This design comes from an exercise in tuning for small area on the open sky130 flow, not from production work.
RTL that was checked went through simulation tests only; none was proved equivalent to the original.
Only the layout flow was run in runs 4 to 6; the RTL was not checked for function there.
Power is estimated from default activity; no workload was simulated.

$ cat design.v
`default_nettype none
module adcSGM58600Ctrler
#(
  parameter STATUS = 8'b0000_0100, 
  parameter MUX    = 8'b0001_0000,  
  parameter ADCON  = 8'b0000_0001,  
  parameter DRATE  = 8'b1111_0000   
)(
  output reg  [23 : 0]  adc_dout_24b,
  output reg            adc_dout_24b_valid,
  output wire         adc_cs_n,
  output wire         adc_sclk,
  output reg          adc_din,
  input  wire         adc_dout,
  input  wire         adc_drdy_n,
  output wire         adc_sync_n,
  output wire         adc_rst_n,
  input  wire         clk,     
  input  wire         rstn
);
wire adc_clk = clk;
reg adc_drdy_n_r1;
always @(posedge adc_clk) begin
  adc_drdy_n_r1 <= adc_drdy_n;
end
wire adc_drdy_n_nedge = ~adc_drdy_n && adc_drdy_n_r1;
wire adc_drdy_n_pedge = adc_drdy_n && ~adc_drdy_n_r1;
assign adc_cs_n   = 1'b0;  
assign adc_sync_n = 1'b1; 
assign adc_rst_n  = rstn;  
localparam IDLE                     = 4'b0001;
localparam WRITE_REG                = 4'b0010;
localparam SEND_CONTINUOUS_READ_CMD = 4'b0100;
localparam CONTINUOUS_READ_DATA     = 4'b1000;
reg [3 : 0] state, next;
always @(posedge adc_clk) begin
  if (~rstn)
    state <= IDLE;
  else
    state <= next;
end
wire write_reg_finish; 
wire rdatac_cmd_clk_space_finish;  
always @(*) begin
  next = state;
  case (1'b1)
    state[0]: if (adc_drdy_n_nedge)                     next = WRITE_REG;
    state[1]: if (adc_drdy_n_nedge && write_reg_finish) next = SEND_CONTINUOUS_READ_CMD;
    state[2]: if (rdatac_cmd_clk_space_finish)          next = CONTINUOUS_READ_DATA;
    state[3]: ;
    default: next = IDLE;
  endcase
end
reg adc_sclk_en;
reg [1:0] adc_sclk_cnt;
always @(posedge adc_clk) begin
  if (adc_sclk_en)
    adc_sclk_cnt <= adc_sclk_cnt + 1'b1;
  else if (adc_sclk_cnt == 2'b10)  
    adc_sclk_cnt <= adc_sclk_cnt + 1'b1;
  else
    adc_sclk_cnt <= 'd0;
end
assign adc_sclk = adc_sclk_cnt[1];  
wire adc_sclk_pedge = (adc_sclk_cnt == 2'b10);
localparam [5 : 0] STATE_1_SCLK_CNT_MAX = 16 + 32;
reg [5 : 0] state_1_sclk_pedge_cnt;
always @(posedge adc_clk) begin
  if (~rstn)
    state_1_sclk_pedge_cnt <= 'd0;
  else
    case (1'b1)
      state[1]: if (adc_sclk_pedge && state_1_sclk_pedge_cnt < STATE_1_SCLK_CNT_MAX)
                  state_1_sclk_pedge_cnt <= state_1_sclk_pedge_cnt + 1'b1;
      default: ;
    endcase
end
assign write_reg_finish = (state_1_sclk_pedge_cnt == STATE_1_SCLK_CNT_MAX) ? 1'b1 : 1'b0;
localparam [3 : 0] RDATAC_CMD_SCLK_CNT_MAX = 8;
reg [3 : 0] rdatac_cmd_sclk_pedge_cnt;
always @(posedge adc_clk) begin
  if (~rstn)
    rdatac_cmd_sclk_pedge_cnt <= 'd0;
  else
    case (1'b1)
      state[2]: if (adc_sclk_pedge && rdatac_cmd_sclk_pedge_cnt < RDATAC_CMD_SCLK_CNT_MAX)
                  rdatac_cmd_sclk_pedge_cnt <= rdatac_cmd_sclk_pedge_cnt + 1'b1;
      default: ;
    endcase
end
wire rdatac_cmd_finish = (rdatac_cmd_sclk_pedge_cnt == RDATAC_CMD_SCLK_CNT_MAX);
localparam RDATAC_CMD_CLK_SPACE_CNT_MAX = 50;  
reg [5 : 0] rdatac_cmd_clk_space_cnt;
always @(posedge adc_clk) begin
  if (~rstn)
    rdatac_cmd_clk_space_cnt <= 'd0;
  else
    case (1'b1)
      state[2]: if (rdatac_cmd_finish && rdatac_cmd_clk_space_cnt < RDATAC_CMD_CLK_SPACE_CNT_MAX)
                  rdatac_cmd_clk_space_cnt <= rdatac_cmd_clk_space_cnt + 1'b1;
      default: ;
    endcase
end
assign rdatac_cmd_clk_space_finish = (rdatac_cmd_clk_space_cnt == RDATAC_CMD_CLK_SPACE_CNT_MAX);
always @(*) begin
  adc_sclk_en = 1'b0;
  case (1'b1)
    state[1]: if (~write_reg_finish)                 adc_sclk_en = 1'b1;
    state[2]: if (~adc_drdy_n && ~rdatac_cmd_finish) adc_sclk_en = 1'b1;
    state[3]: if (~adc_drdy_n)                       adc_sclk_en = 1'b1;
    default: ;
  endcase
end
localparam WREG = 4'b0101;
localparam STATUS_ADDR = 4'h0;
localparam [15 : 0] WRITE_REG_CMD = {WREG, STATUS_ADDR, 4'h0, 4'h3};
localparam [31 : 0] ADC_DIN_VALUE = {STATUS, MUX, ADCON, DRATE};
reg [16+32 : 0] adc_din_wreg;
always @(posedge adc_clk) begin
  if (~rstn)
    adc_din_wreg <= {1'b0, WRITE_REG_CMD, ADC_DIN_VALUE};  
  else
    case (1'b1)
      state[1]: if (adc_sclk_pedge)
                  adc_din_wreg <= adc_din_wreg << 1;
      default: ;
    endcase
end
localparam RDATAC = 8'b0000_0011;
reg [8 : 0] adc_din_send_continuous_read_cmd;
always @(posedge adc_clk) begin
  if (~rstn)
    adc_din_send_continuous_read_cmd <= {1'b0, RDATAC};  
  else
    case (1'b1)
      state[2]: if (adc_sclk_pedge)
                  adc_din_send_continuous_read_cmd <= adc_din_send_continuous_read_cmd << 1;
      default: ;
    endcase
end
always @(*) begin
  adc_din = 1'b0;
  case (1'b1)
    state[1]: adc_din = adc_din_wreg[16 + 32];
    state[2]: adc_din = adc_din_send_continuous_read_cmd[8];
    default: ;
  endcase
end
reg adc_sclk_pedge_r1;  
always @(posedge adc_clk) begin
  adc_sclk_pedge_r1 <= adc_sclk_pedge;
end
reg [23 : 0] adc_dout_24b_temp;
always @(posedge adc_clk) begin
  case (1'b1)
    state[3]: if (adc_sclk_pedge_r1)
                adc_dout_24b_temp <= {adc_dout_24b_temp[22 : 0], adc_dout};
    default: adc_dout_24b_temp <= 'd0;
  endcase
end
always @(posedge adc_clk) begin
  if (~rstn)
    adc_dout_24b <= 'd0;
  else
    case (1'b1)
      state[3]: if (adc_drdy_n_pedge) adc_dout_24b <= adc_dout_24b_temp;
      default: ;
    endcase
end
always @(posedge adc_clk) begin
  case (1'b1)
    state[3]: if (adc_drdy_n_pedge) adc_dout_24b_valid <= 1'b1;
              else                  adc_dout_24b_valid <= 1'b0;
    default: adc_dout_24b_valid <= 1'b0;
  endcase
end
endmodule
`resetall
$ cat config.mk
export PLATFORM = sky130hd
export DESIGN_NAME = adcSGM58600Ctrler
export DESIGN_NICKNAME = adcSGM58600Ctrler
export VERILOG_FILES = /design/flow/design.v
export SDC_FILE = /design/flow/constraint.sdc
export NUM_CORES = 4
export LEC_CHECK = 0
export CAP_MARGIN = 20
export CORE_MARGIN = 2
export CORE_UTILIZATION = 40
export SLEW_MARGIN = 20
$ cat run.sh
#!/bin/bash
# synth_recipe.tcl (not shown) runs the flow's synth.tcl, then flattens the netlist and writes it again
# the make line also repeats each setting of config.mk as NAME=value (left out here)
make -C /OpenROAD-flow-scripts/flow DESIGN_CONFIG=/design/flow/config.mk WORK_HOME=/design/flow/orfs CLKGATE_MAP_FILE= SYNTH_SCRIPT=/design/flow/synth_recipe.tcl finish
$ cat constraint.sdc
create_clock -name core_clock -period 10.0 [get_ports {clk}]
set_input_delay 2.0000 -clock core_clock [delete_from_list [all_inputs] [get_ports {clk}]]
set_output_delay 2.0000 -clock core_clock [all_outputs]
set_load 0.01 [all_outputs]
==> results.sh, run 1 <==
export IMPL_post_drt_wl_per_cell_um=11.1
export IMPL_finClkSkew_ns=0.00675
export IMPL_power_density_mw_per_mm2=211
export IMPL_p_leak_nw=2.08
export IMPL_setup_viol=0
export IMPL_core_area_mm2=0.0120
export IMPL_hold_viol=0
export IMPL_synth_main_ff_cell="dfxtp_1"
export IMPL_yosysTopAreaCell="dfxtp_1"
export IMPL_synth_cell_type_count=41
export IMPL_start_kind="primary input"
export IMPL_dp_cells=696
export IMPL_grt_overflow=0
export IMPL_slew_headroom_pct=41.0
export IMPL_regArea_mm2=0.00254
export IMPL_vdd_drop_max_mv=0.127
export IMPL_track_usage_pct=12.9
export IMPL_endpoint_kind="primary output"
export IMPL_synth_area_leaders="dfxtp_1, nand2_1, a21boi_0"
export IMPL_critical_path_buf_inv_count=3
export IMPL_cts_resized=0
export IMPL_synth_edf_count=0
export IMPL_rr_worst_depth=5
export IMPL_synth_top_area_share_pct=52.3
export IMPL_hold_path_depth=1
export IMPL_antenna_cells=0
export IMPL_syn_area_per_cell_um2=8.81
export IMPL_routabilityCongestion=0.713
export IMPL_io_pins=34
export IMPL_die_w_um=114
export IMPL_insertion_delay_ns=0.41
export IMPL_drc=0
export IMPL_finalWirelength_mm=8.05
export IMPL_cts_max_level=4
export IMPL_crit_path_top_delay_cell="clkdlybuf4s50_1"
export IMPL_cp_cell_sequence="buf_2 > buf_4 > clkdlybuf4s50_1"
export IMPL_max_freq_ghz=0.187
export IMPL_crit_family="buffers and inverters"
export IMPL_worstMarginPinSlew_ns=0.885
export IMPL_initial_core_util_pct=40.7
export IMPL_path_class="primary input to primary output"
export IMPL_cts_tree="done"
export IMPL_hold_path_class="flip-flop to flip-flop"
export IMPL_cts_clk_slew_worst_paths_ns=0.05
export IMPL_drv_slew=0
export IMPL_yosysSeqAreaShare_pct=52.3
export IMPL_asyncSetResetFlopFracSynth_pct=0
export IMPL_clockRootBuffer="clkbuf_16"
export IMPL_fin_crit_ns=5.36
export IMPL_cts_hold_buf=0
export IMPL_synth_nets=563
export IMPL_final_period_utilization_pct=53.6
export IMPL_multi_input_area_mm2=0.00211
export IMPL_ys_ff_latch=127
export IMPL_layout_nets=579
export IMPL_layout_drive_gt1_share_pct=6.37
export IMPL_postCtsSetupBuffers=0
export IMPL_worstPathRequired_ns=8.00
export IMPL_holdPathEnd="adc_sclk_cnt[0]"
export IMPL_vias=3502
export IMPL_hp_start="adc_sclk_cnt[0]"
export IMPL_postRouteAntennaNets=0
export IMPL_fill_cells=1134
export IMPL_clockBufferDepth=2
export IMPL_synthMostInstantiatedCell="nand2_1"
export IMPL_fin_cells=728
export IMPL_totalNegativeSetupSlack_ns=0
export IMPL_rows=40
export IMPL_synth_warning_count=1
export IMPL_crit_arrival_ns=3.36
export IMPL_die_y_um=114
export IMPL_antenna_found_initial=0
export IMPL_grt_max_degree=100
export IMPL_numCtsBuffers=17
export IMPL_dp_hpwl_mm=4.78
export IMPL_cap_violations=0
export IMPL_rsz0062_at_grt="no"
export IMPL_grt_pass1_wl_mm=13.5
export IMPL_reg2reg_to="state_1_sclk_pedge_cnt[3]"
export IMPL_r2r_start="adc_sclk_cnt[1]"
export IMPL_reg2reg_slack_ns=7.77
export IMPL_grt_pass1_vias=3115
export IMPL_syn_to_final_growth_pct=19.9
export IMPL_first_pass_iters=4
export IMPL_io_buffers=31
export IMPL_synthesis_area_mm2=0.00486
export IMPL_synthesis_instances=552
export IMPL_outcome="finished clean"
export IMPL_drtIter0Drc=132
export IMPL_cp_max_fo=99
export IMPL_cts_sinks=127
export IMPL_cpPeakStageDelay_ns=0.67
export IMPL_viasPerCell=4.81
export IMPL_synth_common_cells="nand2_1, dfxtp_1, a21boi_0"
export IMPL_die_area_mm2=0.0131
export IMPL_timing_hold_ws_ns=0.443
==> logic make-up (layout without fill, tap and decap cells) <==
logic type	after synthesis	after routing	synth area share, %
compound gates	91	91	13.8
xor+xnor	7	7	1.26
fa+ha+maj	7	7	1.80
buf+inv	48	77	4.35
flops	127	127	52.3
mux	26	26	5.35
other cells	2	2	0.154
simple gates	244	244	21.0
==> sequential cells by signal, summed over array words and instances (netlist names), 2 cells and up <==
register                          flops
state_1_sclk_pedge_cnt                6
adc_sclk_cnt                          2
adc_din_wreg                         45
adc_dout_24b_temp                    24
rdatac_cmd_sclk_pedge_cnt             4
adc_din_send_continuous_read_cmd      9
state                                 4
rdatac_cmd_clk_space_cnt              6
adc_dout_24b                         24
==> worst register-to-register path: cells and delay by family, from the launching register on <==
kind / cells / cell delay (ns)
and+or+nand+nor: 3 / 1.39
adders and majority gates: 1 / 0.27
AOI/OAI and AO/OA: 1 / 0.15
DFF: 1 / 0.35
==> routing by layer <==
metal	vias to the layer above	GRT usage [%]	routed length (µm)
met4	0	6.42	149
met5	-	0	0
met3	12	4.87	263
met1	1619	15.6	4070
li1	1823	-	-
met2	48	20.2	3570
==> through the flow <==
| step | total power [mW] | util (%) | instance area (µm²) | worst slack [ns] |
|---|---|---|---|---|
| 2_1_floorplan | 0.586 | - | 4860 | 5.88 |
| 3_3_place_gp | 0.598 | 43.5 | 5210 | 4.60 |
| 3_5_place_dp | 0.600 | 43.5 | 5210 | 4.59 |
| 4_1_cts | 1.25 | 48.7 | 5830 | 4.60 |
| 5_1_grt | 1.27 | 48.7 | 5830 | 4.52 |
| 6_report | 1.23 | 48.7 | 5830 | 4.64 |
==> placed cells by master (no fill, tap or decap), drive strengths merged, types with 4 or more instances in the layout <==
cell type	count
mux2i	26
bufinv	4
ha	7
buf	4
a21boi	71
nor2	29
nand3	14
dfxtp	127
inv	10
clkinv	5
clkbuf	21
clkdlybuf4s50	30
and2	11
o21ai	6
nand2	171
o21a	4
xnor2	6
==> power breakdown <==
group / total, mW / switching [mW] / internal [mW]
combinational: 0.0661 / 0.0376 / 0.0286
clock: 0.641 / 0.213 / 0.428
sequential: 0.523 / 0.00607 / 0.517
==> worst max path at each step <==
stage	start	end	cells past startpoint
6_report	rstn	adc_rst_n	3
5_1_grt	rstn	adc_rst_n	3
4_1_cts	rstn	adc_rst_n	3
3_5_place_dp	rstn	adc_rst_n	3
3_3_place_gp	rstn	adc_rst_n	3
2_1_floorplan	rstn	adc_rst_n	1
==> layout make-up <==
cell class,instances,share of cell area (%)
clock buffer,21,7.90
clock inverter,11,2.79
inverter,11,0.708
multi-input combinational,377,36.2
sequential,127,43.6
tap,147,3.16
timing repair buffer,34,5.62
==> run 2: changes to the inputs <==
==> design.v (replaced) <==
`default_nettype none
module adcSGM58600Ctrler
#(
  parameter STATUS = 8'b0000_0100,
  parameter MUX    = 8'b0001_0000,
  parameter ADCON  = 8'b0000_0001,
  parameter DRATE  = 8'b1111_0000
)(
  output reg  [23 : 0]  adc_dout_24b,
  output reg            adc_dout_24b_valid,
  output wire         adc_cs_n,
  output wire         adc_sclk,
  output reg          adc_din,
  input  wire         adc_dout,
  input  wire         adc_drdy_n,
  output wire         adc_sync_n,
  output wire         adc_rst_n,
  input  wire         clk,
  input  wire         rstn
);
reg adc_drdy_n_r1;
always @(posedge clk)
  adc_drdy_n_r1 <= adc_drdy_n;
wire adc_drdy_n_nedge = ~adc_drdy_n &  adc_drdy_n_r1;
wire adc_drdy_n_pedge =  adc_drdy_n & ~adc_drdy_n_r1;
assign adc_cs_n   = 1'b0;
assign adc_sync_n = 1'b1;
assign adc_rst_n  = rstn;
localparam [1:0] IDLE = 2'd0, WRITE_REG = 2'd1, SEND_CMD = 2'd2, READ = 2'd3;
reg [1:0] state;
reg [5:0] cnt;        
reg [1:0] adc_sclk_cnt;
wire s_idle = (state == IDLE);
wire s_wreg = (state == WRITE_REG);
wire s_cmd  = (state == SEND_CMD);
wire s_read = (state == READ);
assign adc_sclk = adc_sclk_cnt[1];
wire adc_sclk_pedge    = (adc_sclk_cnt == 2'b10);
wire adc_sclk_pedge_r1 = (adc_sclk_cnt == 2'b11);  
wire write_reg_finish  = cnt[5] & cnt[4];            
wire rdatac_cmd_finish = |cnt[5:3];                  
wire rdatac_wait_finish = cnt[5] & cnt[4] & cnt[3] & cnt[1];  
reg adc_sclk_en;
always @(*) begin
  case (state)
    WRITE_REG: adc_sclk_en = ~write_reg_finish;
    SEND_CMD:  adc_sclk_en = ~adc_drdy_n & ~rdatac_cmd_finish;
    READ:      adc_sclk_en = ~adc_drdy_n;
    default:   adc_sclk_en = 1'b0;
  endcase
end
always @(posedge clk) begin
  if (adc_sclk_en)
    adc_sclk_cnt <= adc_sclk_cnt + 1'b1;
  else if (adc_sclk_cnt == 2'b10)
    adc_sclk_cnt <= 2'b11;
  else
    adc_sclk_cnt <= 2'b00;
end
always @(posedge clk) begin
  if (~rstn) begin
    state <= IDLE;
    cnt   <= 6'd0;
  end else
    case (state)
      IDLE: if (adc_drdy_n_nedge) state <= WRITE_REG;
      WRITE_REG:
        if (adc_drdy_n_nedge && write_reg_finish) begin
          state <= SEND_CMD;
          cnt   <= 6'd0;
        end else if (adc_sclk_pedge)
          cnt <= cnt + 1'b1;
      SEND_CMD:
        if (rdatac_wait_finish)
          state <= READ;
        else if (adc_sclk_pedge || rdatac_cmd_finish)
          cnt <= cnt + 1'b1;
      default: ;
    endcase
end
localparam [48:0] WREG_FRAME = {1'b0, 4'b0101, 4'h0, 4'h0, 4'h3, STATUS, MUX, ADCON, DRATE};
wire wreg_bit = WREG_FRAME[6'd48 - cnt];
always @(*) begin
  case (state)
    WRITE_REG: adc_din = wreg_bit;
    SEND_CMD:  adc_din = (cnt >= 6'd7);  
    default:   adc_din = 1'b0;
  endcase
end
reg [23:0] adc_dout_24b_temp;
always @(posedge clk) begin
  if (s_read) begin
    if (adc_sclk_pedge_r1)
      adc_dout_24b_temp <= {adc_dout_24b_temp[22:0], adc_dout};
  end else
    adc_dout_24b_temp <= 24'd0;
end
always @(posedge clk) begin
  if (~rstn)
    adc_dout_24b <= 24'd0;
  else if (s_read && adc_drdy_n_pedge)
    adc_dout_24b <= adc_dout_24b_temp;
end
always @(posedge clk)
  adc_dout_24b_valid <= s_read & adc_drdy_n_pedge;
endmodule
`resetall
--- a/config.mk
+++ b/config.mk
@@ -7,2 +7,3 @@
 export LEC_CHECK = 0
+export ABC_AREA = 1
 export CAP_MARGIN = 20
@@ -10,2 +11,4 @@
 export CORE_UTILIZATION = 40
+export CTS_BUF_LIST = sky130_fd_sc_hd__clkbuf_4
+export CTS_CLUSTER_SIZE = 30
 export SLEW_MARGIN = 20
==> run 2 against run 1 <==
Net effect: maximum frequency shrank 8.3%; register-to-register slack lost 0.40 ns; setup slack lost 0.48 ns; clock skew grew 0.0016 ns; area after synthesis shrank 46%; synthesized cell count shrank 37%; routed wire length shrank 34%; sequential power shrank 49%; non-clock buffer count shrank 3; core utilization shrank 0.46 points; critical path type unchanged; critical endpoint unchanged; largest cell class is now multi-input combinational cells; highest routed layer unchanged.
==> results.sh, run 2 <==
export IMPL_dp_cells=440
export IMPL_outcome="finished clean"
export IMPL_synthesis_area_mm2=0.00262
export IMPL_clockBufferDepth=2
export IMPL_first_pass_iters=4
export IMPL_synthMostInstantiatedCell="nor2_1"
export IMPL_vdd_drop_max_mv=0.0945
export IMPL_startpoint="rstn"
export IMPL_die_area_mm2=0.00721
export IMPL_regArea_mm2=0.00120
export IMPL_reg2reg_to="adc_dout_24b[12]"
export IMPL_critPathCapture="adc_rst_n"
export IMPL_worstMarginPinSlew_ns=1.02
export IMPL_yosysTopAreaCell="dfxtp_1"
export IMPL_slew_headroom_pct=32.0
export IMPL_path_class="primary input to primary output"
export IMPL_antenna_cells=0
export IMPL_hold_path_class="flip-flop to flip-flop"
export IMPL_postRouteAntennaNets=0
export IMPL_syn_to_final_growth_pct=17.1
export IMPL_finalWirelength_mm=5.27
export IMPL_final_period_utilization_pct=58.4
export IMPL_p_total_mw=0.600
export IMPL_synth_main_ff_cell="dfxtp_1"
export IMPL_top_regs="adc_dout_24b: 24 flops, adc_dout_24b_temp: 24 flops, cnt: 6 flops"
export IMPL_routabilityCongestion=0.780
export IMPL_numCtsBuffers=9
export IMPL_die_w_um=84.9
export IMPL_muxShareOfSynthArea_pct=0
export IMPL_viasPerCell=4.85
export IMPL_synth_adder_area_share_pct=5.26
export IMPL_cp_cell_sequence="clkdlybuf4s50_1 > clkdlybuf4s50_1"
export IMPL_synth_xor_area_share_pct=0.669
export IMPL_fill_cells=652
export IMPL_rsz0062_at_grt="no"
export IMPL_cts_clk_slew_worst_paths_ns=0.10
export IMPL_synth_compound_area_share_pct=15.1
export IMPL_layout_drive_gt1_share_pct=8.44
export IMPL_track_usage_pct=15.2
export IMPL_cts_resized=0
export IMPL_postCtsSetupBuffers=0
export IMPL_cts_max_level=3
export IMPL_antenna_found_initial=0
export IMPL_grt_pass1_vias=2069
export IMPL_core_area_mm2=0.00635
export IMPL_synth_area_leaders="dfxtp_1, nor2_1, o21ai_0"
export IMPL_grt_max_degree=30
export IMPL_cts_sinks=60
export IMPL_fin_ws_ns=4.16
export IMPL_io_pins=34
export IMPL_synth_cell_type_count=32
export IMPL_rr_worst_depth=6
export IMPL_synth_top_family_by_area="simple AND/OR/NAND/NOR gates"
export IMPL_drc=0
export IMPL_worstPathRequired_ns=8.00
export IMPL_asyncSetResetFlopFracSynth_pct=0
export IMPL_cpPeakStageDelay_ns=1.14
export IMPL_synth_simple_gate_area_share_pct=25.5
export IMPL_cts_hold_buf=0
export IMPL_post_drt_wl_per_cell_um=11.6
export IMPL_crit_family="buffers and inverters"
export IMPL_rows=29
export IMPL_grt_pass1_wl_mm=8.92
export IMPL_endpoint_kind="primary output"
export IMPL_p_leak_nw=1.46
export IMPL_multi_input_area_mm2=0.00122
export IMPL_drtIter0Drc=96
export IMPL_power_density_mw_per_mm2=196
export IMPL_start_kind="primary input"
export IMPL_final_cell_mix="nor2_1, dfxtp_1, o21ai_0, clkdlybuf4s50_1, nand2_1"
export IMPL_cp_max_fo=29
export IMPL_r2r_start="state[0]"
export IMPL_vias=2210
export IMPL_cp_depth=2
export IMPL_clockRootBuffer="clkbuf_4"
export IMPL_critical_path_top_cell_by_count="clkdlybuf4s50_1"
export IMPL_grt_overflow=0
export IMPL_synth_warning_count=1
export IMPL_finClkSkew_ns=0.00830
export IMPL_die_y_um=84.9
export IMPL_crit_arrival_ns=3.84
export IMPL_critical_path_buf_inv_count=2
export IMPL_max_freq_ghz=0.171
export IMPL_dp_hpwl_mm=3.44
export IMPL_insertion_delay_ns=0.40
export IMPL_ys_ff_latch=60
export IMPL_crit_path_top_delay_cell="clkdlybuf4s50_1"
export IMPL_setup_viol=0
export IMPL_fin_crit_ns=5.84
export IMPL_drv_slew=0
export IMPL_layout_nets=389
export IMPL_synth_nets=364
export IMPL_cap_violations=0
export IMPL_syn_area_per_cell_um2=7.50
export IMPL_synth_top_area_share_pct=45.9
export IMPL_fin_cells=456
export IMPL_reg2reg_slack_ns=7.37
export IMPL_cts_tree="done"
export IMPL_io_buffers=31
export IMPL_totalNegativeSetupSlack_ns=0
export IMPL_hold_viol=0
export IMPL_yosysSeqAreaShare_pct=45.9
export IMPL_synth_common_cells="nor2_1, dfxtp_1, o21ai_0"
export IMPL_dp_slack_ns=4.14
export IMPL_synth_edf_count=0
export IMPL_synthesis_instances=349
export IMPL_initial_core_util_pct=41.2
export IMPL_layout_commonest_cell="nor2_1"
run 2: changes by cell type in the layout (fill, tap and decap cells not counted), sizes merged, moves of 26 or more:
cell | previous run | this run
nand2 | 171 | 33
nor2 | 29 | 105
a21boi | 71 | 0
dfxtp | 127 | 60
o21ai | 6 | 63
mux2i | 26 | 0
run 2: layout make-up:
type,count,share of cell area (%)
multi-input cells,245,39.9
clock inverters,6,1.80
well taps,77,3.14
flip-flops and latches,60,39.2
inverters,27,3.39
repair buffers,31,10.1
clock buffers,10,2.45
run 2: stage by stage:
stage          cell area [µm²]  utilization, %  hold WS (ns)
2_1_floorplan             2620               -         0.438
3_3_place_gp              2940            46.2         0.455
3_5_place_dp              2940            46.2         0.466
4_1_cts                   3070            48.3         0.483
5_1_grt                   3070            48.3         0.494
6_report                  3070            48.3         0.471
run 2: worst min path at each step:
stage / slack [ns] / end / from / cells past startpoint
finish: 0.47 / adc_sclk_cnt[0] / adc_sclk_cnt[0] / 1
global route: 0.49 / adc_sclk_cnt[0] / adc_sclk_cnt[0] / 1
CTS: 0.48 / adc_sclk_cnt[0] / adc_sclk_cnt[0] / 1
detailed placement: 0.47 / adc_sclk_cnt[0] / adc_sclk_cnt[0] / 1
global placement: 0.46 / adc_sclk_cnt[0] / adc_sclk_cnt[0] / 1
floorplan: 0.44 / adc_sclk_cnt[0] / adc_sclk_cnt[0] / 1
run 2: metal layers:
layer / vias up / part of all wire, % / GRT usage (%)
li1: 1166 / - / -
met1: 1009 / 50 / 18.7
met2: 27 / 46 / 25.1
met3: 8 / 3.0 / 4.57
met4: 0 / 1.3 / 6.06
met5: - / 0 / 0
run 2: logic make-up (layout without fill, tap and decap cells):
| family | Yosys count | after routing |
|---|---|---|
| xor gates and xnor gates | 2 | 2 |
| DFF | 60 | 60 |
| adders and majority gates | 11 | 11 |
| buffers and inverters | 44 | 74 |
| other | 2 | 2 |
| and+or+nand+nor | 157 | 157 |
| AOI/OAI and AO/OA | 73 | 73 |
run 2: report_power, final:
part	switching, mW	internal (mW)
combinational	0.108	0.0650
sequential	0.0115	0.254
clock	0.0854	0.0766
total	0.205	0.395
run 2: worst register-to-register path, cell delays in order (launching register included):
cell     delay, ns
dfxtp_1       0.36
ha_1          0.68
inv_2         0.12
nor3_4        0.68
inv_2         0.39
nor2_1        0.23
nor2_1        0.06
==> run 3: changes to the inputs <==
--- a/config.mk
+++ b/config.mk
@@ -7,3 +7,2 @@
 export LEC_CHECK = 0
-export ABC_AREA = 1
 export CAP_MARGIN = 20
@@ -11,4 +10,2 @@
 export CORE_UTILIZATION = 40
-export CTS_BUF_LIST = sky130_fd_sc_hd__clkbuf_4
-export CTS_CLUSTER_SIZE = 30
 export SLEW_MARGIN = 20
==> run 3 against run 2 <==
Net effect: still clean; critical path depth increased by 1; core utilization rose by 1.8 points; non-clock buffer count is 3 higher; sequential power is 2% lower; count of clock-buffer cells in the layout unchanged; clock skew down 0.0015 ns; first-iteration DRC count down 25%; worst hold slack got worse by 0.021 ns; area after synthesis grew 9.0%; critical endpoint unchanged; largest power group is now clock.
==> results.sh, run 3 <==
export IMPL_slew_headroom_pct=47.4
export IMPL_switching_power_mw=0.188
export IMPL_power_density_mw_per_mm2=196
export IMPL_numCtsBuffers=9
export IMPL_cpPeakStageDelay_ns=0.58
export IMPL_final_cell_mix="dfxtp_1, nand2_1, clkdlybuf4s50_1, mux2i_1, nor2b_1"
export IMPL_start_kind="primary input"
export IMPL_asyncSetResetFlopFracSynth_pct=0
export IMPL_cts_max_level=3
export IMPL_p_int_mw=0.482
export IMPL_io_buffers=31
export IMPL_cap_violations=0
export IMPL_crit_family="buffers and inverters"
export IMPL_layout_nets=340
export IMPL_critical_path_top_cell_by_count="clkdlybuf4s50_1"
export IMPL_finClkSkew_ns=0.00677
export IMPL_dp_cells=409
export IMPL_synthMostInstantiatedCell="dfxtp_1"
export IMPL_die_area_mm2=0.00783
export IMPL_synthesis_instances=301
export IMPL_vdd_drop_max_mv=0.124
export IMPL_postRouteAntennaNets=0
export IMPL_synth_edf_count=0
export IMPL_hold_path_depth=2
export IMPL_synthesis_area_mm2=0.00285
export IMPL_cp_cell_sequence="clkdlybuf4s50_1 > buf_4 > clkdlybuf4s50_1"
export IMPL_seqPwrFrac_pct=38.9
export IMPL_crit_arrival_ns=3.29
export IMPL_synth_area_leaders="dfxtp_1, mux2i_1, nand2_1"
export IMPL_rsz0062_at_grt="no"
export IMPL_antenna_found_initial=0
export IMPL_grt_pass1_wl_mm=8.62
export IMPL_core_area_mm2=0.00683
export IMPL_grt_overflow=0
export IMPL_endpoint_kind="primary output"
export IMPL_worstMarginPinSlew_ns=0.789
export IMPL_clockBufferDepth=2
export IMPL_finalWirelength_mm=5.14
export IMPL_fill_cells=673
export IMPL_layout_commonest_cell="dfxtp_1"
export IMPL_critical_path_buf_inv_count=3
export IMPL_cts_clk_slew_worst_paths_ns=0.07
export IMPL_path_class="primary input to primary output"
export IMPL_p_comb_share_pct=22.1
export IMPL_antenna_cells=0
export IMPL_yosysSeqAreaShare_pct=42.1
export IMPL_clock_power_share_pct=39.0
export IMPL_holdPathEnd="adc_dout_24b[1]"
export IMPL_final_period_utilization_pct=52.9
export IMPL_synth_warning_count=1
export IMPL_rr_worst_depth=5
export IMPL_initial_core_util_pct=41.8
export IMPL_fin_crit_ns=5.29
export IMPL_cts_resized=0
export IMPL_synth_main_ff_cell="dfxtp_1"
export IMPL_startpoint="rstn"
export IMPL_grt_max_degree=29
export IMPL_worstPathRequired_ns=8.00
export IMPL_rows=30
export IMPL_synth_nets=316
export IMPL_cp_max_fo=28
export IMPL_routabilityCongestion=0.804
export IMPL_reg2reg_to="adc_dout_24b[18]"
export IMPL_yosysTopAreaCell="dfxtp_1"
export IMPL_die_w_um=88.5
export IMPL_top_regs="adc_dout_24b: 24 flops, adc_dout_24b_temp: 24 flops, cnt: 6 flops"
export IMPL_vias=2015
export IMPL_first_pass_iters=3
export IMPL_hp_start="adc_dout_24b[1]"
export IMPL_outcome="finished clean"
export IMPL_dp_hpwl_mm=3.31
export IMPL_track_usage_pct=14.1
export IMPL_crit_path_top_delay_cell="clkdlybuf4s50_1"
export IMPL_layout_drive_gt1_share_pct=9.70
export IMPL_grt_pass1_vias=1864
export IMPL_cts_hold_buf=0
export IMPL_post_drt_wl_per_cell_um=12.1
export IMPL_insertion_delay_ns=0.33
export IMPL_hold_viol=0
export IMPL_viasPerCell=4.73
export IMPL_totalNegativeSetupSlack_ns=0
export IMPL_die_y_um=88.5
export IMPL_cts_tree="done"
export IMPL_synth_common_cells="dfxtp_1, nand2_1, mux2i_1, nor2b_1, a21boi_1"
export IMPL_fin_cells=426
export IMPL_syn_area_per_cell_um2=9.48
export IMPL_p_leak_nw=1.16
export IMPL_io_pins=34
export IMPL_clockRootBuffer="clkbuf_8"
export IMPL_drv_slew=0
export IMPL_postCtsSetupBuffers=0
export IMPL_drtIter0Drc=72
export IMPL_syn_to_final_growth_pct=19.8
export IMPL_synth_top_area_share_pct=42.1
export IMPL_ys_ff_latch=60
export IMPL_setup_viol=0
export IMPL_drc=0
export IMPL_cts_sinks=60
export IMPL_max_freq_ghz=0.189
export IMPL_hold_path_class="flip-flop to flip-flop"
export IMPL_netSwitchingFraction_pct=28.1
export IMPL_r2r_start="state[0]"
export IMPL_synth_cell_type_count=49
export IMPL_reg2reg_slack_ns=7.53
==> run 3: cell type report <==
class	instances	area, µm²	share of cell area [%]
clock inverter	6	111	3.26
timing repair buffer	34	337	9.84
sequential	60	1200	35.1
multi-input combinational	212	1490	43.7
clock buffer	10	128	3.73
inverter	8	30.0	0.878
tap	96	120	3.51
==> run 3: logic make-up (layout without fill, tap and decap cells) <==
| logic type | count (synthesis) | after routing | share of synthesized area [%] |
|---|---|---|---|
| AOI/OAI and AO/OA | 52 | 52 | 14.8 |
| xor gates and xnor gates | 8 | 8 | 2.72 |
| adders and majority gates | 11 | 11 | 4.82 |
| buffers and inverters | 29 | 58 | 5.61 |
| DFF | 60 | 60 | 42.1 |
| muxes | 28 | 28 | 9.82 |
| other | 2 | 2 | 0.263 |
| and+or+nand+nor | 111 | 111 | 19.9 |
==> run 3: metal layers <==
metal  global-route usage, %  share of wire (%)
met1                    18.8                 51
met2                    21.1                 44
met3                    4.48                3.2
met4                    5.79                1.5
met5                       0                  0
==> run 3: power by group through the flow <==
stage	clock [mW]	sequential [mW]	combinational, mW
after floorplan	0	0.263	0.122
after global placement	0	0.265	0.146
after detailed placement	0	0.266	0.148
after CTS	0.268	0.260	0.149
after global routing	0.279	0.262	0.164
final	0.261	0.260	0.148
==> run 3: worst min-delay path: stages, from the launching register on <==
cell      delay, ns
dfxtp_1        0.31
nand2_1        0.05
a21boi_1       0.05
==> run 3: per-stage QoR <==
step                hold slack, ns  worst slack [ns]  cell area [µm²]  util, %  power [mW]
floorplan                    0.430              5.88             2850        -       0.386
global placement             0.440              4.69             3170     46.4       0.412
detailed placement           0.444              4.69             3170     46.4       0.413
CTS                          0.455              4.69             3410     49.9       0.678
global route                 0.473              4.64             3420     50.1       0.705
finish                       0.450              4.71             3420     50.1       0.669
==> run 3: worst max-delay path by stage <==
stage | endpoint | slack [ns] | cells past startpoint
after CTS | adc_rst_n | 4.69 | 3
after global routing | adc_rst_n | 4.64 | 3
after detailed placement | adc_rst_n | 4.69 | 3
after global placement | adc_rst_n | 4.69 | 3
after floorplan | adc_rst_n | 5.88 | 1
final | adc_rst_n | 4.71 | 3
==> run 4: changes to the inputs <==
--- a/design.v
+++ b/design.v
@@ -89,18 +89,16 @@
 end
+wire tmp_shift = s_read &  adc_sclk_pedge_r1;
+wire tmp_hold  = s_read & ~adc_sclk_pedge_r1;    
+wire word_done = s_read & adc_drdy_n_pedge;
+wire out_load  = rstn &  word_done;
+wire out_hold  = rstn & ~word_done;               
 reg [23:0] adc_dout_24b_temp;
-always @(posedge clk) begin
-  if (s_read) begin
-    if (adc_sclk_pedge_r1)
-      adc_dout_24b_temp <= {adc_dout_24b_temp[22:0], adc_dout};
-  end else
-    adc_dout_24b_temp <= 24'd0;
-end
-always @(posedge clk) begin
-  if (~rstn)
-    adc_dout_24b <= 24'd0;
-  else if (s_read && adc_drdy_n_pedge)
-    adc_dout_24b <= adc_dout_24b_temp;
-end
 always @(posedge clk)
-  adc_dout_24b_valid <= s_read & adc_drdy_n_pedge;
+  adc_dout_24b_temp <= ({24{tmp_shift}} & {adc_dout_24b_temp[22:0], adc_dout})
+                     | ({24{tmp_hold}}  & adc_dout_24b_temp);
+always @(posedge clk)
+  adc_dout_24b <= ({24{out_load}} & adc_dout_24b_temp)
+                | ({24{out_hold}} & adc_dout_24b);
+always @(posedge clk)
+  adc_dout_24b_valid <= word_done;
 endmodule
==> flow/run.sh (new file) <==
#!/bin/bash
# Standard layout, unchanged; keeps the tool output in a log of its own.
bash standard.sh > standard.log 2>&1
==> standard.sh (new file) <==
#!/bin/bash
# synth_recipe.tcl (not shown) runs the flow's synth.tcl, then flattens the netlist and writes it again
# the make line also repeats each setting of config.mk as NAME=value (left out here)
make -C /OpenROAD-flow-scripts/flow DESIGN_CONFIG=/design/flow/config.mk WORK_HOME=/design/flow/orfs CLKGATE_MAP_FILE= SYNTH_SCRIPT=/design/flow/synth_recipe.tcl "${@:-finish}"
--- a/config.mk
+++ b/config.mk
@@ -7,2 +7,3 @@
 export LEC_CHECK = 0
+export ABC_AREA = 1
 export CAP_MARGIN = 20
removed: run.sh
==> run 4 against run 3 <==
Net effect: critical path depth decreased by 1; global-route usage increased by 1.7 points; maximum frequency increased by 2.8%; design area decreased by 11%; core utilization increased by 1.3 points; total power increased by 2.9%; register-to-register slack improved by 0.48 ns; clock power increased by 4%; count of clock-buffer cells in the layout unchanged; flip-flop and latch count unchanged; largest cell class is now sequential cells; largest power group unchanged.
==> results.sh, run 4 <==
export IMPL_outcome="finished clean"
export IMPL_routabilityCongestion=0.804
export IMPL_reg2reg_slack_ns=8.01
export IMPL_synth_main_ff_cell="dfxtp_1"
export IMPL_vias=1972
export IMPL_hold_viol=0
export IMPL_layout_commonest_cell="inv_1"
export IMPL_crit_arrival_ns=3.14
export IMPL_synthesis_instances=299
export IMPL_p_leak_nw=1.11
export IMPL_syn_area_per_cell_um2=8.31
export IMPL_timing_hold_ws_ns=0.464
export IMPL_max_freq_ghz=0.194
export IMPL_vdd_drop_max_mv=0.104
export IMPL_worstPathRequired_ns=8.00
export IMPL_p_comb_share_pct=22.7
export IMPL_synth_cell_type_count=33
export IMPL_die_area_mm2=0.00686
export IMPL_synthesis_area_mm2=0.00248
export IMPL_drtIter0Drc=73
export IMPL_synth_area_leaders="dfxtp_1, o22ai_1, inv_1"
export IMPL_critical_path_buf_inv_count=2
export IMPL_hold_path_depth=2
export IMPL_wl_met1_mm=2.43
export IMPL_cpPeakStageDelay_ns=0.57
export IMPL_synth_warning_count=1
export IMPL_postCtsSetupBuffers=0
export IMPL_totalNegativeSetupSlack_ns=0
export IMPL_die_w_um=82.8
export IMPL_setup_viol=0
export IMPL_drc=0
export IMPL_dp_cells=391
export IMPL_synth_common_cells="inv_1, dfxtp_1, o22ai_1"
export IMPL_io_pins=34
export IMPL_final_cell_mix="inv_1, dfxtp_1, o22ai_1, clkdlybuf4s50_1, nand2_1"
export IMPL_cts_max_level=3
export IMPL_first_pass_iters=4
export IMPL_path_class="primary input to primary output"
export IMPL_yosysSeqAreaShare_pct=48.4
export IMPL_io_buffers=31
export IMPL_core_area_mm2=0.00596
export IMPL_rsz0062_at_grt="no"
export IMPL_p_int_mw=0.480
export IMPL_cp_cell_sequence="clkdlybuf4s50_1 > clkdlybuf4s50_1"
export IMPL_route_met3_wl_um=181
export IMPL_clock_power_share_pct=39.4
export IMPL_netSwitchingFraction_pct=30.3
export IMPL_grt_pass1_wl_mm=8.11
export IMPL_layout_nets=342
export IMPL_crit_family="buffers and inverters"
export IMPL_grt_overflow=0
export IMPL_cap_violations=0
export IMPL_rows=28
export IMPL_slew_headroom_pct=38.2
export IMPL_fin_crit_ns=5.14
export IMPL_ys_ff_latch=60
export IMPL_cts_sinks=60
export IMPL_rr_worst_depth=5
export IMPL_worstMarginPinSlew_ns=0.925
export IMPL_switching_power_mw=0.208
export IMPL_drv_slew=0
export IMPL_hp_start="adc_dout_24b[19]"
export IMPL_syn_to_final_growth_pct=23.2
export IMPL_cts_resized=0
export IMPL_clockBufferDepth=2
export IMPL_synth_nets=314
export IMPL_r2r_start="state[0]"
export IMPL_die_y_um=82.8
export IMPL_synth_top_area_share_pct=48.4
export IMPL_insertion_delay_ns=0.34
export IMPL_seqPwrFrac_pct=37.8
export IMPL_critical_path_top_cell_by_count="clkdlybuf4s50_1"
export IMPL_yosysTopAreaCell="dfxtp_1"
export IMPL_finalWirelength_mm=4.87
export IMPL_numCtsBuffers=9
export IMPL_top_regs="adc_dout_24b: 24 flops, adc_dout_24b_temp: 24 flops, cnt: 6 flops"
export IMPL_synthMostInstantiatedCell="inv_1"
export IMPL_finClkSkew_ns=0.00663
export IMPL_synth_edf_count=0
export IMPL_postRouteAntennaNets=0
export IMPL_grt_pass1_vias=1794
export IMPL_holdPathEnd="adc_dout_24b[19]"
export IMPL_grt_max_degree=25
export IMPL_cts_tree="done"
export IMPL_asyncSetResetFlopFracSynth_pct=0
export IMPL_layout_drive_gt1_share_pct=8.13
export IMPL_fin_cells=407
export IMPL_dp_hpwl_mm=3.18
export IMPL_start_kind="primary input"
export IMPL_startpoint="rstn"
export IMPL_final_period_utilization_pct=51.4
export IMPL_cts_clk_slew_worst_paths_ns=0.07
export IMPL_crit_path_top_delay_cell="clkdlybuf4s50_1"
export IMPL_cts_hold_buf=0
export IMPL_reg2reg_to="adc_dout_24b[12]"
export IMPL_post_drt_wl_per_cell_um=12.0
export IMPL_viasPerCell=4.85
export IMPL_cp_max_fo=6
export IMPL_met2_length_mm=2.17
export IMPL_fill_cells=596
export IMPL_hold_path_class="flip-flop to flip-flop"
export IMPL_antenna_found_initial=0
export IMPL_endpoint_kind="primary output"
export IMPL_power_density_mw_per_mm2=225
export IMPL_track_usage_pct=15.8
export IMPL_antenna_cells=0
export IMPL_dr_max_layer_used="met4"
export IMPL_clockRootBuffer="clkbuf_8"
export IMPL_initial_core_util_pct=41.7
[run 4: worst max-delay path by stage]
stage,slack [ns],cells past startpoint,to
finish,4.86,2,adc_rst_n
detailed placement,4.86,2,adc_rst_n
global route,4.80,2,adc_rst_n
global placement,4.88,2,adc_rst_n
CTS,4.85,2,adc_rst_n
floorplan,5.88,1,adc_rst_n
[run 4: power by group through the flow]
stage | combinational, mW | sequential [mW] | clock, mW
after floorplan | 0.123 | 0.265 | 0
after global placement | 0.155 | 0.265 | 0
after detailed placement | 0.157 | 0.266 | 0
after CTS | 0.158 | 0.261 | 0.277
after global routing | 0.180 | 0.263 | 0.288
final | 0.157 | 0.261 | 0.272
[run 4: cell families after synthesis]
| group | Yosys count | synth area share, % |
|---|---|---|
| flops | 60 | 48.4 |
| fa+ha+maj | 11 | 5.54 |
| buf+inv | 86 | 14.2 |
| xor+xnor | 3 | 1.06 |
| simple gates | 62 | 11.9 |
| compound gates | 75 | 18.7 |
| other cells | 2 | 0.302 |
[run 4: cell type report]
cell class                      count  area (µm²)  area share, %
Clock buffer                       10         138           4.50
Clock inverter                      6         111           3.64
Inverter                           72         275           8.99
Multi-Input combinational cell    153         931           30.4
Sequential cell                    60        1200           39.2
Tap cell                           75        93.8           3.07
Timing Repair Buffer               31         310           10.1
[run 4: metal layers]
layer / track usage [%] / vias up
met4: 10.5 / 0
met3: 3.57 / 9
li1: - / 1028
met5: 0 / -
met2: 23.2 / 39
met1: 20.6 / 896
[run 4: through the flow]
step | worst slack [ns] | power [mW] | area (µm²) | utilization (%)
floorplan | 5.88 | 0.388 | 2480 | -
global placement | 4.88 | 0.421 | 2810 | 47.2
detailed placement | 4.86 | 0.423 | 2810 | 47.2
CTS | 4.85 | 0.696 | 3060 | 51.4
global route | 4.80 | 0.730 | 3060 | 51.4
finish | 4.86 | 0.689 | 3060 | 51.4
==> run 5: changes to the inputs <==
--- a/design.v
+++ b/design.v
@@ -30,5 +30,3 @@
 reg [1:0] state;
-reg [5:0] cnt;        
-reg [1:0] adc_sclk_cnt;
-wire s_idle = (state == IDLE);
+reg [5:0] cnt;
 wire s_wreg = (state == WRITE_REG);
@@ -36,7 +34,8 @@
 wire s_read = (state == READ);
-assign adc_sclk = adc_sclk_cnt[1];
-wire adc_sclk_pedge    = (adc_sclk_cnt == 2'b10);
-wire adc_sclk_pedge_r1 = (adc_sclk_cnt == 2'b11);  
-wire write_reg_finish  = cnt[5] & cnt[4];            
-wire rdatac_cmd_finish = |cnt[5:3];                  
+reg [1:0] ph;
+assign adc_sclk = ph[1];
+wire adc_sclk_pedge    =  ph[1] &  ph[0];
+wire adc_sclk_pedge_r1 =  ph[1] & ~ph[0];
+wire write_reg_finish   = cnt[5] & cnt[4];                    
+wire rdatac_cmd_finish  = |cnt[5:3];                          
 wire rdatac_wait_finish = cnt[5] & cnt[4] & cnt[3] & cnt[1];  
@@ -52,27 +51,18 @@
 always @(posedge clk) begin
-  if (adc_sclk_en)
-    adc_sclk_cnt <= adc_sclk_cnt + 1'b1;
-  else if (adc_sclk_cnt == 2'b10)
-    adc_sclk_cnt <= 2'b11;
+  ph[0] <= adc_sclk_en & ~ph[1];
+  ph[1] <= ph[0] & (adc_sclk_en | ph[1]);
+end
+wire wreg_done = s_wreg & adc_drdy_n_nedge & write_reg_finish;
+wire cnt_keep  = rstn & ((s_wreg & ~wreg_done) | s_cmd);    
+wire cnt_inc   = adc_sclk_pedge | (s_cmd & rdatac_cmd_finish);
+always @(posedge clk)
+  cnt <= {6{cnt_keep}} & (cnt + cnt_inc);
+always @(posedge clk) begin
+  if (~rstn)
+    state <= IDLE;
   else
-    adc_sclk_cnt <= 2'b00;
-end
-always @(posedge clk) begin
-  if (~rstn) begin
-    state <= IDLE;
-    cnt   <= 6'd0;
-  end else
     case (state)
-      IDLE: if (adc_drdy_n_nedge) state <= WRITE_REG;
-      WRITE_REG:
-        if (adc_drdy_n_nedge && write_reg_finish) begin
-          state <= SEND_CMD;
-          cnt   <= 6'd0;
-        end else if (adc_sclk_pedge)
-          cnt <= cnt + 1'b1;
-      SEND_CMD:
-        if (rdatac_wait_finish)
-          state <= READ;
-        else if (adc_sclk_pedge || rdatac_cmd_finish)
-          cnt <= cnt + 1'b1;
+      IDLE:      if (adc_drdy_n_nedge)   state <= WRITE_REG;
+      WRITE_REG: if (wreg_done)          state <= SEND_CMD;
+      SEND_CMD:  if (rdatac_wait_finish) state <= READ;
       default: ;
@@ -81,3 +71,9 @@
 localparam [48:0] WREG_FRAME = {1'b0, 4'b0101, 4'h0, 4'h0, 4'h3, STATUS, MUX, ADCON, DRATE};
-wire wreg_bit = WREG_FRAME[6'd48 - cnt];
+reg wreg_bit;
+integer k;
+always @(*) begin
+  wreg_bit = 1'b0;
+  for (k = 0; k <= 48; k = k + 1)
+    if (cnt == k) wreg_bit = WREG_FRAME[48 - k];
+end
 always @(*) begin
==> run.sh (new file) <==
#!/bin/bash
# synth_recipe.tcl (not shown) runs the flow's synth.tcl, then flattens the netlist and writes it again
# the make line also repeats each setting of config.mk as NAME=value (left out here)
make -C /OpenROAD-flow-scripts/flow DESIGN_CONFIG=/design/flow/config.mk WORK_HOME=/design/flow/orfs CLKGATE_MAP_FILE= SYNTH_SCRIPT=/design/flow/synth_recipe.tcl finish
--- a/config.mk
+++ b/config.mk
@@ -11,2 +11,5 @@
 export CORE_UTILIZATION = 40
+export CTS_BUF_LIST = sky130_fd_sc_hd__clkbuf_8
+export CTS_CLUSTER_DIAMETER = 500
+export CTS_CLUSTER_SIZE = 64
 export SLEW_MARGIN = 20
removed: flow/run.sh
removed: standard.sh
==> run 5 against run 4 <==
Net effect: sequential power shrank 5%; clock skew grew 0.00081 ns; count of clock-buffer cells in the layout shrank 1; core utilization grew 0.47 points; largest cell class unchanged; combinational power shrank 69%; flip-flop and latch count is the same; critical path depth grew 1; total power shrank 19%; area after synthesis shrank 6.2%; final cell count shrank 7.9%; largest power group unchanged; global-route usage grew 0.30 points; clock power shrank 4%.
==> results.sh, run 5 <==
export IMPL_outcome="finished clean"
export IMPL_start_kind="primary input"
export IMPL_top_regs="adc_dout_24b: 24 flops, adc_dout_24b_temp: 24 flops, cnt: 6 flops"
export IMPL_final_cell_mix="dfxtp_1, inv_1, nand3_1, clkdlybuf4s50_1, nand2_1"
export IMPL_asyncSetResetFlopFracSynth_pct=0
export IMPL_power_density_mw_per_mm2=193
export IMPL_grt_max_degree=30
export IMPL_reg2reg_slack_ns=7.97
export IMPL_dp_cells=359
export IMPL_drtIter0Drc=66
export IMPL_postRouteAntennaNets=0
export IMPL_clockRootBuffer="clkbuf_8"
export IMPL_yosysSeqAreaShare_pct=51.6
export IMPL_totalNegativeSetupSlack_ns=0
export IMPL_cts_sinks=60
export IMPL_layout_nets=309
export IMPL_antenna_found_initial=0
export IMPL_vdd_drop_max_mv=0.129
export IMPL_syn_area_per_cell_um2=8.66
export IMPL_synth_area_leaders="dfxtp_1, o21ai_2, nand3_1"
export IMPL_hold_path_class="flip-flop to flip-flop"
export IMPL_grt_pass1_vias=1755
export IMPL_fill_cells=538
export IMPL_hold_path_depth=2
export IMPL_dp_hpwl_mm=2.95
export IMPL_critPathCapture="adc_rst_n"
export IMPL_grt_overflow=0
export IMPL_path_class="primary input to primary output"
export IMPL_regArea_mm2=0.00120
export IMPL_viasPerCell=4.87
export IMPL_rsz0062_at_grt="no"
export IMPL_synthesis_instances=269
export IMPL_post_drt_wl_per_cell_um=12.2
export IMPL_final_period_utilization_pct=53.5
export IMPL_r2r_start="state[0]"
export IMPL_io_pins=34
export IMPL_synthMostInstantiatedCell="dfxtp_1"
export IMPL_p_leak_nw=1.05
export IMPL_ys_ff_latch=60
export IMPL_insertion_delay_ns=0.33
export IMPL_slew_headroom_pct=35.5
export IMPL_initial_core_util_pct=41.8
export IMPL_synth_top_area_share_pct=51.6
export IMPL_rows=27
export IMPL_antenna_cells=0
export IMPL_cap_violations=0
export IMPL_synthesis_area_mm2=0.00233
export IMPL_reg2reg_to="adc_dout_24b[13]"
export IMPL_fin_crit_ns=5.35
export IMPL_final_area_mm2=0.00289
export IMPL_synth_common_cells="dfxtp_1, inv_1, nand3_1"
export IMPL_cts_max_level=3
export IMPL_multi_input_area_um2=880
export IMPL_grt_pass1_wl_mm=7.89
export IMPL_vias=1828
export IMPL_synth_cell_type_count=25
export IMPL_cts_tree="done"
export IMPL_setup_viol=0
export IMPL_clockBufferDepth=2
export IMPL_routabilityCongestion=0.785
export IMPL_synth_nets=280
export IMPL_cts_clk_slew_worst_paths_ns=0.07
export IMPL_synth_edf_count=0
export IMPL_finalWirelength_mm=4.57
export IMPL_cts_resized=0
export IMPL_rr_worst_depth=5
export IMPL_drc=0
export IMPL_fin_cells=375
export IMPL_numCtsBuffers=9
export IMPL_track_usage_pct=16.1
export IMPL_first_pass_iters=4
export IMPL_drv_slew=0
export IMPL_yosysTopAreaCell="dfxtp_1"
export IMPL_endpoint_kind="primary output"
export IMPL_cp_max_fo=29
export IMPL_core_area_mm2=0.00557
export IMPL_finClkSkew_ns=0.00744
export IMPL_synth_main_ff_cell="dfxtp_1"
export IMPL_postCtsSetupBuffers=0
export IMPL_syn_to_final_growth_pct=24.1
export IMPL_synth_warning_count=1
export IMPL_io_buffers=31
export IMPL_layout_commonest_cell="dfxtp_1"
export IMPL_worstMarginPinSlew_ns=0.965
export IMPL_layout_drive_gt1_share_pct=13.2
export IMPL_die_w_um=80.3
export IMPL_cts_hold_buf=0
export IMPL_die_area_mm2=0.00645
export IMPL_hold_viol=0
export IMPL_max_freq_ghz=0.187
export IMPL_worstPathRequired_ns=8.00
export IMPL_crit_arrival_ns=3.35
export IMPL_placed_cell_area_mm2=0.00265
export IMPL_die_y_um=80.3
export IMPL_startpoint="rstn"
## run 5: kinds of logic after synthesis
group,count (synthesis),synth area share [%]
xor gates and xnor gates,1,0.376
and+or+nand+nor,84,16.1
AOI/OAI and AO/OA,58,17.2
buffers and inverters,57,10.6
other,2,0.323
adders and majority gates,7,3.76
DFF,60,51.6
## run 5: area by class of cell
| class | count | area share [%] |
|---|---|---|
| flip-flops and latches | 60 | 41.6 |
| multi-input cells | 152 | 30.4 |
| repair buffers | 32 | 11.0 |
| well taps | 72 | 3.12 |
| clock inverters | 7 | 4.03 |
| inverters | 43 | 5.58 |
| clock buffers | 9 | 4.29 |
## run 5: critical path, cell delays in order
cell and delay (ns):
clkdlybuf4s50_1 0.45, buf_4 0.30, clkdlybuf4s50_1 0.60
## run 5: layer usage
metal  vias up  track usage [%]  share of wire [%]
met5         -                0                  0
met4         0             5.59               0.70
met3         4             6.85                4.4
met2        32             24.9                 45
met1       849             20.0                 50
li1        943                -                  -
## run 5: power by group
part           switching, mW  internal, mW  total [mW]
clock network         0.0953         0.165       0.260
logic                 0.0324        0.0169      0.0494
registers            0.00310         0.244       0.247
total                  0.131         0.426       0.556
## run 5: how the worst min path moves through the flow
stage | slack, ns | start | end
global route | 0.51 | adc_dout_24b[3] | adc_dout_24b[3]
finish | 0.48 | adc_dout_24b_temp[23] | adc_dout_24b_temp[23]
global placement | 0.46 | adc_dout_24b_temp[23] | adc_dout_24b_temp[23]
detailed placement | 0.46 | adc_dout_24b_temp[23] | adc_dout_24b_temp[23]
floorplan | 0.44 | adc_dout_24b_temp[23] | adc_dout_24b_temp[23]
CTS | 0.47 | adc_dout_24b_temp[23] | adc_dout_24b_temp[23]
## run 5: stage by stage
step	hold WS, ns	setup WS [ns]	utilization [%]	power (mW)
finish	0.476	4.65	51.9	0.556
detailed placement	0.464	4.63	47.5	0.302
global route	0.508	4.58	51.9	0.580
global placement	0.455	4.63	47.5	0.302
CTS	0.474	4.63	51.9	0.562
floorplan	0.444	5.88	-	0.292
==> run 6: changes to the inputs <==
==> flow/run.sh (new file) <==
#!/bin/bash
# Standard ORFS layout with three changes:
#  - synthesis maps logic with an area-oriented ABC script (synth.tcl, area.abc);
#  - port buffers use the smallest buffer, sky130_fd_sc_hd__buf_1;
#  - CTS builds one cluster of sinks under a single buffer level.
set -euo pipefail
here=$(pwd)
export MY_ABC_SCRIPT=$here/flow/area.abc
bash standard.sh \
  SYNTH_SCRIPT=$here/flow/synth.tcl \
  "BUFFER_PORTS_ARGS=-buffer_cell sky130_fd_sc_hd__buf_1" \
  "CTS_ARGS=-sink_clustering_enable -sink_clustering_size 64 -sink_clustering_max_diameter 500 -buf_list sky130_fd_sc_hd__clkbuf_8 -root_buf sky130_fd_sc_hd__clkbuf_8 -repair_clock_nets" \
  finish > standard.log 2>&1
==> flow/area.abc (new file) <==
strash
&get -n
&st
&dch -f
&nf -R 1000
&put
topo
==> flow/synth.tcl (new file) <==
# The standard flow's synthesis script (synth_recipe.tcl) with one change: ABC maps the
# logic with an area-oriented script (MY_ABC_SCRIPT) in place of ORFS's.
# Registers, their names and the flatten/rename steps are unchanged.
proc synth {args} { yosys synth -nofsm -noshare {*}$args }
proc abc {args} {
  set i [lsearch -exact $args -script]
  if { $i >= 0 && [info exists ::env(MY_ABC_SCRIPT)] } {
    set args [lreplace $args [expr {$i + 1}] [expr {$i + 1}] $::env(MY_ABC_SCRIPT)]
  }
  yosys abc {*}$args
}
source $::env(SCRIPTS_DIR)/synth.tcl
# left out here: clear keep_hierarchy, flatten, clean up, hide names made inside functions, write 1_2_yosys.v
==> standard.sh (new file) <==
#!/bin/bash
# synth_recipe.tcl (not shown) runs the flow's synth.tcl, then flattens the netlist and writes it again
# the make line also repeats each setting of config.mk as NAME=value (left out here)
make -C /OpenROAD-flow-scripts/flow DESIGN_CONFIG=/design/flow/config.mk WORK_HOME=/design/flow/orfs CLKGATE_MAP_FILE= SYNTH_SCRIPT=/design/flow/synth_recipe.tcl "${@:-finish}"
--- a/config.mk
+++ b/config.mk
@@ -11,5 +11,2 @@
 export CORE_UTILIZATION = 40
-export CTS_BUF_LIST = sky130_fd_sc_hd__clkbuf_8
-export CTS_CLUSTER_DIAMETER = 500
-export CTS_CLUSTER_SIZE = 64
 export SLEW_MARGIN = 20
removed: run.sh
==> run 6 against run 5 <==
Net effect: maximum frequency increased by 24%; core utilization decreased by 3.1 points; global-route usage decreased by 1.1 points; worst hold slack got worse by 0.013 ns; final cell count decreased by 20%; clock power decreased by 25%; synthesized cell count decreased by 32%; area after synthesis decreased by 11%; critical path depth decreased by 1; count of clock-buffer cells in the layout increased by 2; via count decreased by 15%; first-iteration DRC count increased by 15%; critical path type unchanged; critical endpoint unchanged; largest cell class unchanged.
==> results.sh, run 6 <==
export IMPL_synthesis_instances=184
export IMPL_synth_area_leaders="dfxtp_1, a22o_1, ha_1"
export IMPL_critical_path_buf_inv_count=2
export IMPL_p_total_mw=0.490
export IMPL_grt_pass1_vias=1421
export IMPL_setup_viol=0
export IMPL_endpoint_kind="primary output"
export IMPL_postRouteAntennaNets=0
export IMPL_synth_cell_type_count=28
export IMPL_antenna_cells=0
export IMPL_outcome="finished clean"
export IMPL_finalWirelength_mm=3.96
export IMPL_synth_main_ff_cell="dfxtp_1"
export IMPL_layout_nets=237
export IMPL_critical_path_top_cell_by_count="buf_1"
export IMPL_layout_commonest_cell="dfxtp_1"
export IMPL_grt_max_degree=25
export IMPL_max_freq_ghz=0.231
export IMPL_path_class="primary input to primary output"
export IMPL_die_w_um=76.1
export IMPL_totalNegativeSetupSlack_ns=0
export IMPL_seqPwrFrac_pct=50.5
export IMPL_synthMostInstantiatedCell="dfxtp_1"
export IMPL_power_density_mw_per_mm2=198
export IMPL_cp_max_fo=6
export IMPL_cpPeakStageDelay_ns=0.17
export IMPL_cts_clk_slew_worst_paths_ns=0.06
export IMPL_insertion_delay_ns=0.33
export IMPL_crit_path_top_delay_cell="buf_1"
export IMPL_postCtsSetupBuffers=0
export IMPL_synth_edf_count=0
export IMPL_finClkSkew_ns=0.00825
export IMPL_core_area_mm2=0.00507
export IMPL_rows=26
export IMPL_netSwitchingFraction_pct=25.9
export IMPL_final_period_utilization_pct=43.3
export IMPL_io_pins=34
export IMPL_asyncSetResetFlopFracSynth_pct=0
export IMPL_cts_tree="done"
export IMPL_track_usage_pct=15.0
export IMPL_crit_arrival_ns=2.33
export IMPL_die_area_mm2=0.00579
export IMPL_top_regs="adc_dout_24b: 24 flops, adc_dout_24b_temp: 24 flops, cnt: 6 flops"
export IMPL_start_kind="primary input"
export IMPL_drc=0
export IMPL_drv_slew=0
export IMPL_post_drt_wl_per_cell_um=13.1
export IMPL_layout_drive_gt1_share_pct=8.23
export IMPL_drtIter0Drc=76
export IMPL_numCtsBuffers=9
export IMPL_slew_headroom_pct=43.7
export IMPL_synth_top_area_share_pct=57.8
export IMPL_final_cell_mix="dfxtp_1, a22o_1, buf_1, clkbuf_8, nand2_1"
export IMPL_syn_area_per_cell_um2=11.3
export IMPL_synthesis_area_mm2=0.00208
export IMPL_ys_ff_latch=60
export IMPL_cts_max_level=3
export IMPL_initial_core_util_pct=41.0
export IMPL_hold_path_class="flip-flop to flip-flop"
export IMPL_utilization_pct=48.7
export IMPL_yosysSeqAreaShare_pct=57.8
export IMPL_yosysTopAreaCell="dfxtp_1"
export IMPL_clock_power_share_pct=39.5
export IMPL_grt_overflow=0
export IMPL_die_y_um=76.1
export IMPL_cp_cell_sequence="buf_1 > buf_1"
export IMPL_hold_viol=0
export IMPL_cts_hold_buf=0
export IMPL_routabilityCongestion=0.828
export IMPL_vias=1557
export IMPL_syn_to_final_growth_pct=19.0
export IMPL_synth_common_cells="dfxtp_1, a22o_1, nand2_1"
export IMPL_crit_family="buffers and inverters"
export IMPL_first_pass_iters=4
export IMPL_cts_sinks=60
export IMPL_worstPathRequired_ns=8.00
export IMPL_grt_pass1_wl_mm=6.79
export IMPL_cap_violations=0
export IMPL_clockRootBuffer="clkbuf_8"
export IMPL_clockBufferDepth=2
export IMPL_cts_resized=0
export IMPL_viasPerCell=5.17
export IMPL_p_int_mw=0.363
export IMPL_rsz0062_at_grt="no"
export IMPL_dp_hpwl_mm=2.51
export IMPL_switching_power_mw=0.127
export IMPL_p_leak_nw=0.946
export IMPL_worstMarginPinSlew_ns=0.845
export IMPL_synth_nets=195
export IMPL_vdd_drop_max_mv=0.0960
export IMPL_io_buffers=31
export IMPL_p_comb_share_pct=10.0
export IMPL_fin_crit_ns=4.33
export IMPL_synth_warning_count=1
export IMPL_antenna_found_initial=0
[run 6: changes by cell type after synthesis, moves of 8 or more]
cell / before / now
o21ai_2: 21 / 0
nor2_1: 16 / 8
a22o_1: 0 / 48
inv_1: 42 / 0
o22ai_1: 24 / 0
nand3_1: 33 / 1
nand2_1: 29 / 9
[run 6: layer usage]
metal / routed length, µm / GRT usage (%)
met5: 0 / 0
met4: 61 / 7.27
met3: 257 / 6.99
met2: 1720 / 22.2
met1: 1920 / 18.3
[run 6: final timing paths]
check	end	slack, ns	start	cells after the start
worst min-delay path	adc_dout_24b_valid	0.46	adc_drdy_n_r1	1
worst max-delay path	adc_rst_n	5.67	rstn	2
worst max register to register	cnt[4]	8.12	state[0]	9
worst min register to register	adc_dout_24b_valid	0.46	adc_drdy_n_r1	1
[run 6: final cells by class]
class	instances	area (µm²)
Clock buffer	11	151
Fill cell	491	2600
Timing Repair Buffer	34	146
Inverter	7	26.3
Clock inverter	5	27.5
Tap cell	70	87.6
Sequential cell	60	1200
Multi-Input combinational cell	114	833
[run 6: power groups by stage]
stage               sequential (mW)  clock [mW]  combinational, mW
floorplan                     0.252           0             0.0366
global placement              0.253           0             0.0477
detailed placement            0.253           0             0.0480
CTS                           0.248       0.198             0.0480
global route                  0.248       0.212             0.0552
finish                        0.248       0.194             0.0488
[run 6: cells by family after synthesis]
kind of cell    after synthesis  synth area share, %
compound gates               68                 25.8
flops                        60                 57.8
simple gates                 34                 8.18
buf+inv                      10                 2.35
fa+ha+maj                     7                 4.21
other cells                   2                0.361
xor+xnor                      2                0.843
mux                           1                0.481
[run 6: per-stage QoR]
| stage | std cells | worst slack, ns | hold slack, ns | area [µm²] |
|---|---|---|---|---|
| after floorplan | 184 | 5.88 | 0.411 | 2080 |
| after global placement | 284 | 5.69 | 0.444 | 2280 |
| after detailed placement | 284 | 5.67 | 0.448 | 2280 |
| after CTS | 300 | 5.67 | 0.466 | 2460 |
| after global routing | 301 | 5.63 | 0.484 | 2470 |
| final | 301 | 5.67 | 0.463 | 2470 |

[static timing again, ports no longer ideal]
No port has a modelled driver above. Below, the same layouts with a new extraction and two added sets of constraints. Step 1, drivers: a clkbuf_16 drives clk and a buf_2 each remaining input, both assumed. Step 2 also shifts input and output timing later by t, the mid clock arrival at the registers, as if the neighbouring blocks saw the same clock. a / b / c = ideal / step 1 / step 2; a / b = the first two.
| run | t (ns) | slack for setup (ns) | pins driven straight from the clock port |
|---|---|---|---|
| run 1 | 0.442 | 4.644 / 4.622 / 4.622 | 1 |
| run 2 | 0.417 | 4.160 / 4.134 / 4.134 | 1 |
| run 3 | 0.358 | 4.713 / 4.687 / 4.687 | 1 |
| run 4 | 0.361 | 4.857 / 4.835 / 4.835 | 1 |
| run 5 | 0.353 | 4.645 / 4.623 / 4.623 | 1 |
| run 6 | 0.356 | 5.675 / 5.653 / 5.653 | 1 |
After both steps setup and hold are still met in every run listed.
